This is an optimization exercise on Yosys and OpenROAD, whose aim is small area, not a production implementation.
Function was checked by simulation only, so behaviour that the tests miss may differ from the original.
The clock port is modelled as an ideal driver; clocking choices that lean on that would not hold on a real chip.

==> flow/design.v (excerpt) <==
module Top_module(input clk, input rst, input BTNC, input BTNL, input BTNR, input [7:0] MP,input [7:0] MC, output  done, output [6:0] segments, output [3:0]anode_active);
wire tick;
clk_divider div(.clk(clk), .rst(rst), .tick(tick));
wire bcenter, bleft, bright;
pushbutton_detect center_pb(.clk(clk), .rst(rst), .en(tick), .in(BTNC), .out(bcenter));
pushbutton_detect right_pb (.clk(clk), .rst(rst), .en(tick), .in(BTNR), .out(bright));
pushbutton_detect left_pb  (.clk(clk), .rst(rst), .en(tick), .in(BTNL), .out(bleft));
wire load;
wire [1:0] w;
CU control(.clk(clk), .rst(rst), .en(tick), .BTNL(bleft), .BTNR(bright), .BTNC(bcenter), .window(w), .load(load));
wire [16:0] p;
wire sign;
multiplier multiply(.MP(MP), .MC(MC), .clk(clk), .rst(rst), .load(load), .sign(sign), .done(done), .product(p));
wire [1:0] c;
bin_counter counter(.clk(clk), .reset(rst), .enable(tick), .count(c));
wire cd0 = ~c[1] & ~c[0], cd1 = ~c[1] & c[0], cd2 = c[1] & c[0], c3 = c[1] & ~c[0];
  ...
Size in the first run: roughly 410 cells after synthesis, ~67 flip-flops, ~33 I/O pins, about 3400 um^2 of cells after synthesis.
Settings: LEC_CHECK=0, ABC_AREA=1, CAP_MARGIN=20, CORE_MARGIN=2, CORE_UTILIZATION=70, SLEW_MARGIN=20; clock period 15.0 ns.
standard.sh (not shown) runs the stock make flow with config.mk's settings and CLKGATE_MAP_FILE= SYNTH_SCRIPT=/design/flow/synth_recipe.tcl, a recipe that flattens the netlist after the stock synthesis.
==> flow/flow/run.sh <==
#!/bin/bash
set -euo pipefail
here=$(pwd)

# 1. standard synthesis with the stronger ABC script, eight seeds, four at a
# time
for batch in "0 1 2 3" "4 5 6 7"; do
  for s in $batch; do
    d="$here/trial$s"
    rm -rf "$d"; mkdir -p "$d"
    cp -r "$FLOW_HOME/scripts" "$d/scripts"
    sed "s/@SEED@/$s/" "$here/flow/abc_area.script" > "$d/scripts/abc_area.script"
    sed "s#WORK_HOME=[^ ]*#WORK_HOME=$d/orfs#" "$here/standard.sh" > "$d/standard.sh"
    (SCRIPTS_DIR="$d/scripts" bash "$d/standard.sh" synth > "$here/synth_seed$s.log" 2>&1) &
  done
  wait
done
best=""; bestarea=""
for s in 0 1 2 3 4 5 6 7; do
  f="$here/trial$s/orfs/reports/sky130hd/Top_module/base/synth_stat.txt"
  [[ -s "$here/trial$s/orfs/results/sky130hd/Top_module/base/1_synth.odb" ]] || continue
  a=$(awk '/Chip area for module/ {print $NF}' "$f" | tail -1)
  echo "seed $s: synthesized area $a" >> "$here/synth_pick.log"
  if [[ -z "$best" ]] || awk -v a="$a" -v b="$bestarea" 'BEGIN{exit !(a < b)}'; then
    best=$s; bestarea=$a
  fi
done
[[ -n "$best" ]]
echo "kept seed $best ($bestarea)" >> "$here/synth_pick.log"
rm -rf "$here/orfs"
mv "$here/trial$best/orfs" "$here/orfs"
for s in 0 1 2 3 4 5 6 7; do rm -rf "$here/trial$s"; done

# 2. and 3. the rest of the standard flow's layout
export BUFFER_PORTS_ARGS="-buffer_cell sky130_fd_sc_hd__buf_1"
export POST_CTS_TCL="$here/flow/post_cts.tcl"
cts="-sink_clustering_enable -repair_clock_nets -dont_use_dummy_load"
CTS_ARGS="$cts -buf_list sky130_fd_sc_hd__clkbuf_4 -root_buf sky130_fd_sc_hd__clkbuf_4" \
  bash standard.sh finish > "$here/layout.log" 2>&1
res="$here/orfs/results/sky130hd/Top_module/base"
slew=$(RES="$res" openroad -no_init -exit "$here/flow/clkslew.tcl" 2>&1 | tee "$here/clkslew.log" | awk '/^CLKSLEW/ {print $2}') || slew=""
if [[ -z "$slew" ]] || awk -v s="$slew" 'BEGIN{exit !(s > 120)}'; then
  echo "clock pin slew ${slew:-unknown} ps: clock tree again with clkbuf_8" >> "$here/clkslew.log"
  rm -f "$res"/4_* "$res"/5_* "$res"/6_* "$here/out/final.def"
  unset POST_CTS_TCL
  CTS_ARGS="$cts -buf_list sky130_fd_sc_hd__clkbuf_8 -root_buf sky130_fd_sc_hd__clkbuf_8" \
    bash standard.sh finish > "$here/layout_clkbuf8.log" 2>&1
  RES="$res" openroad -no_init -exit "$here/flow/clkslew.tcl" >> "$here/clkslew.log" 2>&1 || true
fi
test -s "$here/out/final.def"
==> flow/flow/abc_area.script <==
strash
&get -n
&deepsyn -T 150 -S @SEED@
&dch -f
&nf -R 1000 -p -a
&put
topo
stime -c
==> flow/flow/post_cts.tcl <==
estimate_parasitics -placement
set bigger 0
foreach inst [get_cells -filter "ref_name==sky130_fd_sc_hd__clkbuf_4"] {
  set net [get_nets -of_objects [get_pins -of_objects $inst -filter "direction==output"]]
  set worst 0
  set flops 0
  foreach pin [get_pins -of_objects $net -filter "direction==input"] {
    if {[get_property $pin name] ne "CLK"} { continue }
    incr flops
    foreach edge {rise fall} {
      foreach a {min max} {
        set worst [expr {max($worst, [sta::time_ui_sta [get_property $pin slew_${a}_$edge]] * 1e12)}]
      }
    }
  }
  if {$flops > 0 && $worst > 95} {
    replace_cell $inst sky130_fd_sc_hd__clkbuf_8
    incr bigger
    puts "post_cts: [get_full_name $inst] clock pin slew [format %.1f $worst] ps, now clkbuf_8"
  }
}
if {$bigger > 0} {
  detailed_placement
  estimate_parasitics -placement
}
Other scripts of this flow, unchanged in this note and not shown: flow/flow/clkslew.tcl
The baseline completed with no timing, DRC or antenna violations.
Then changed:
--- a/flow/flow/run.sh
+++ b/flow/flow/run.sh
@@ -5,3 +5,5 @@
-# 1. standard synthesis with the stronger ABC script, eight seeds, four at a
-# time
-for batch in "0 1 2 3" "4 5 6 7"; do
+# 1. standard synthesis with the stronger ABC scripts, twelve runs, four at a
+# time: trial s uses script ${script[s]} with seed ${seed[s]}
+script=(a a a a b b b b c c c c)
+seed=(0 1 2 3 0 4 5 6 0 7 8 9)
+for batch in "0 1 2 3" "4 5 6 7" "8 9 10 11"; do
@@ -12 +14 @@
-    sed "s/@SEED@/$s/" "$here/flow/abc_area.script" > "$d/scripts/abc_area.script"
+    sed "s/@SEED@/${seed[s]}/" "$here/flow/abc_${script[s]}.script" > "$d/scripts/abc_area.script"
@@ -14 +16 @@
-    (SCRIPTS_DIR="$d/scripts" bash "$d/standard.sh" synth > "$here/synth_seed$s.log" 2>&1) &
+    (SCRIPTS_DIR="$d/scripts" bash "$d/standard.sh" synth > "$here/synth_trial$s.log" 2>&1) &
@@ -19 +21 @@
-for s in 0 1 2 3 4 5 6 7; do
+for s in 0 1 2 3 4 5 6 7 8 9 10 11; do
@@ -23 +25 @@
-  echo "seed $s: synthesized area $a" >> "$here/synth_pick.log"
+  echo "trial $s (script ${script[s]}, seed ${seed[s]}): synthesized area $a" >> "$here/synth_pick.log"
@@ -29 +31 @@
-echo "kept seed $best ($bestarea)" >> "$here/synth_pick.log"
+echo "kept trial $best ($bestarea)" >> "$here/synth_pick.log"
@@ -32 +34 @@
-for s in 0 1 2 3 4 5 6 7; do rm -rf "$here/trial$s"; done
+for s in 0 1 2 3 4 5 6 7 8 9 10 11; do rm -rf "$here/trial$s"; done
==> flow/flow/abc_a.script (new file) <==
strash
&get -n
&deepsyn -T 150 -S @SEED@
&dch -f
&nf -R 1000 -p -a
&put
topo
stime -c
==> flow/flow/abc_b.script (new file) <==
strash
&get -n
&deepsyn -T 150 -S @SEED@
&dch -f
&nf -R 1000 -p -a -E 10
&put
topo
stime -c
==> flow/flow/abc_c.script (new file) <==
strash
&get -n
&deepsyn -T 150 -S @SEED@
&dc2
&dch -f
&nf -R 1000 -p -a
&put
topo
stime -c
--- a/flow/flow/post_cts.tcl
+++ b/flow/flow/post_cts.tcl
@@ -16 +16 @@
-  if {$flops > 0 && $worst > 95} {
+  if {$flops > 0 && $worst > 110} {
Settings changed: CAP_MARGIN 20 to 10, GPL_TIMING_DRIVEN set to 0, SLEW_MARGIN 20 to 10.
removed: flow/flow/abc_area.script
What happened: Count of clock-buffer cells in the layout does not change; die area decreases by 0.71%; setup slack gets worse by 0.23 ns; sequential share of layout area is higher by 0.39 points; cell area is lower by 1.1%; global-route usage shrinks by 1.3 points.

## what the ideal ports hide
The results above use ideal ports. As a check the final layouts listed here were re-extracted and re-timed, cells and wires unchanged.
Step 1 assumes that a clkbuf_16 drives the clock port and a buf_2 every other input.
Step 2 times the ports against the registers' clock, not the clock port: input delays grow and output delays shrink by t, the midpoint of the rising clock arrivals with the driver on.
Three values: no drivers, after step 1, after step 2; two values: the first two.
| run | t (ns) | slack for setup (ns) | slew at the worst register clock pin (ns) | cell pins on the clock port's net |
|---|---|---|---|---|
| the first run | 0.431 | 7.417 / 7.397 / 7.397 | 0.09 / 0.09 | 1 |
| the second run | 0.413 | 7.190 / 7.167 / 7.167 | 0.10 / 0.10 | 1 |
After both steps every run listed still meets setup and hold. The setup slack of the second run, which loses most, moves by -0.023 ns with the drivers and by -0.023 ns with both steps.
